From an optimization exercise on the open Yosys and OpenROAD flow, aimed at small area and a short achievable clock period; shortcuts taken in it are not production practice. Only simulation tests tie the RTL to the original design; equivalence was not proved.

== 08-10 ==
==> flow/design.v (excerpt) <==
module MIPS(
	input cclk,
	input reset,
	input [31:0] imem_data,
	output [31:0] imem_addr,
	output [31:0] result
    );
	reg  [31:0] pc;
	reg  [31:0] ifid_pc4;           
	reg  [31:0] ifid_inst;          
	reg  [31:0] preA, preB;         
	reg         a_ex, a_mem, a_rf;
	reg         b_ex, b_mem, b_rf, b_imm;
	reg         s_ex, s_mem, s_rf;
	reg         d_R, d_lw, d_sw, d_beq, d_jal, d_jr;    
	reg         k_add, k_sub, k_slt, k_or, k_and;       
	reg         lu_q;               
	reg  [31:0] res_q;              
	reg  [31:0] ex_sdata;           
	reg  [4:0]  ex_dst;             
	reg  [4:0]  ex_rt;              
	reg         ex_rw, ex_m2r, ex_mr, ex_mw, ex_jal;
	reg  [31:0] mem_wd;             
	reg  [4:0]  mem_dst;            
	reg         mem_rw;             
	reg  [31:0] pre31;              
	wire [1023:0] rf_all;           
	wire [1023:0] dm_all;           
	wire [4:0]  rs  = ifid_inst[25:21];
	wire [4:0]  rt  = ifid_inst[20:16];
	wire [4:0]  rd  = ifid_inst[15:11];
	wire [15:0] imm = ifid_inst[15:0];
	wire [31:0] sext = {{16{imm[15]}}, imm};
	wire if_flush = d_beq | d_jal;
	wire hz       = lu_q | if_flush;
	wire [31:0] opA  = ({32{a_ex}} & res_q) | ({32{a_mem}} & mem_wd) | ({32{a_rf}} & preA);
	wire [31:0] opB  = ({32{b_ex}} & res_q) | ({32{b_mem}} & mem_wd) | ({32{b_rf}} & preB) |
	                   ({32{b_imm}} & sext);
	wire [31:0] opS  = ({32{s_ex}} & res_q) | ({32{s_mem}} & mem_wd) | ({32{s_rf}} & preB);
	wire [31:0] sum  = opA + opB;
	wire [32:0] dif  = {1'b0, opA} - {1'b0, opB};
	wire        ltu  = dif[32];
	wire [4:0]  alu5  = ({5{k_add}} & sum[4:0]) |
	                    ({5{k_sub}} & dif[4:0]) |
	                    ({5{k_slt}} & {4'd0, ltu}) |
	                    ({5{k_or }} & (opA[4:0] | opB[4:0])) |
	                    ({5{k_and}} & (opA[4:0] & opB[4:0]));
	wire        live  = ~hz & ~reset;
	wire [31:0] res_n = ({32{k_add & live}} & sum) |
	                    ({32{k_sub & live}} & dif[31:0]) |
	                    ({32{k_slt & live}} & {31'd0, ltu}) |
  ...
Size in the first run: about 6,900 cells after synthesis, ~98 I/O pins.
export LEC_CHECK = 0
export CAP_MARGIN = 20
export CELL_PAD_IN_SITES_DETAIL_PLACEMENT = 1
export CORE_MARGIN = 2
export CORE_UTILIZATION = 40
export CTS_CLUSTER_DIAMETER = 80
export CTS_CLUSTER_SIZE = 30
export PLACE_DENSITY = 0.55
export SLEW_MARGIN = 20
export TNS_END_PERCENT = 30
create_clock -name core_clock -period 12.0 [get_ports {cclk}]
standard.sh (not shown) runs the stock make flow with config.mk's settings and CLKGATE_MAP_FILE= SYNTH_SCRIPT=/design/flow/synth_recipe.tcl, a recipe that flattens the netlist after the stock synthesis.
==> flow/flow/run.sh <==
#!/bin/bash
# Own flow: the standard layout (standard.sh, with its unchanged synthesis),
# with two changes to how the layout is made:
#  - the resizer's setup repair aims at a slack margin below the clock period,
#    so that it works on paths well inside the period instead of stopping at it;
#  - the port buffers are plain buffers (buf_4) rather than the delay cell
#    buffer_ports picks by default.
# Each step's full output is in synth.log / layout.log here and in ORFS's own
# per-step logs under orfs/logs.
set -euo pipefail
MARGIN=8
bash standard.sh synth > synth.log 2>&1
bash standard.sh SETUP_SLACK_MARGIN=$MARGIN "BUFFER_PORTS_ARGS=-buffer_cell sky130_fd_sc_hd__buf_4" finish > layout.log 2>&1
Changes in 09-24 relative to 08-10:
- TNS_END_PERCENT: 30 -> unset
--- outcome ---
From 08-10 to 09-24 the numbers moved as follows: via density per instance stayed essentially flat; post-layout worst setup margin rose by 170 ps; number of global-route vias before repair rose by 0.69%; clock latency on the worst-skew pair stayed essentially flat; setup slack of the worst register-to-register path rose by 110 ps.

-- afterwards: timing with drivers on the ports --
In the flow no input, the clock included, has a driving cell. The finished layouts below were timed again as built, in two steps.
Step 1 assumes that a clkbuf_16 drives the clock port and a buf_2 every other input.
Step 2 moves the port delays by t, midway between the first and last clock arrival at a register: inputs arrive t later, outputs are due t later. That takes back most of the time a late clock gives input paths.
Three values: ideal ports, drivers, drivers and shift; two values: the first two.
| run | t (ns) | setup WS [ns] | clock arrival spread, ns | pins driven straight from the clock port |
|---|---|---|---|---|
| 08-10 | 0.950 | 7.711 / 7.612 / 6.837 | 0.092 / 0.092 | 1 |
| 09-24 | 0.959 | 7.884 / 7.885 / 7.008 | 0.055 / 0.056 | 1 |
After both steps setup and hold are still met in every run listed. The setup slack of 09-24, which loses most, moves by +0.001 ns with the drivers and by -0.876 ns with both steps.
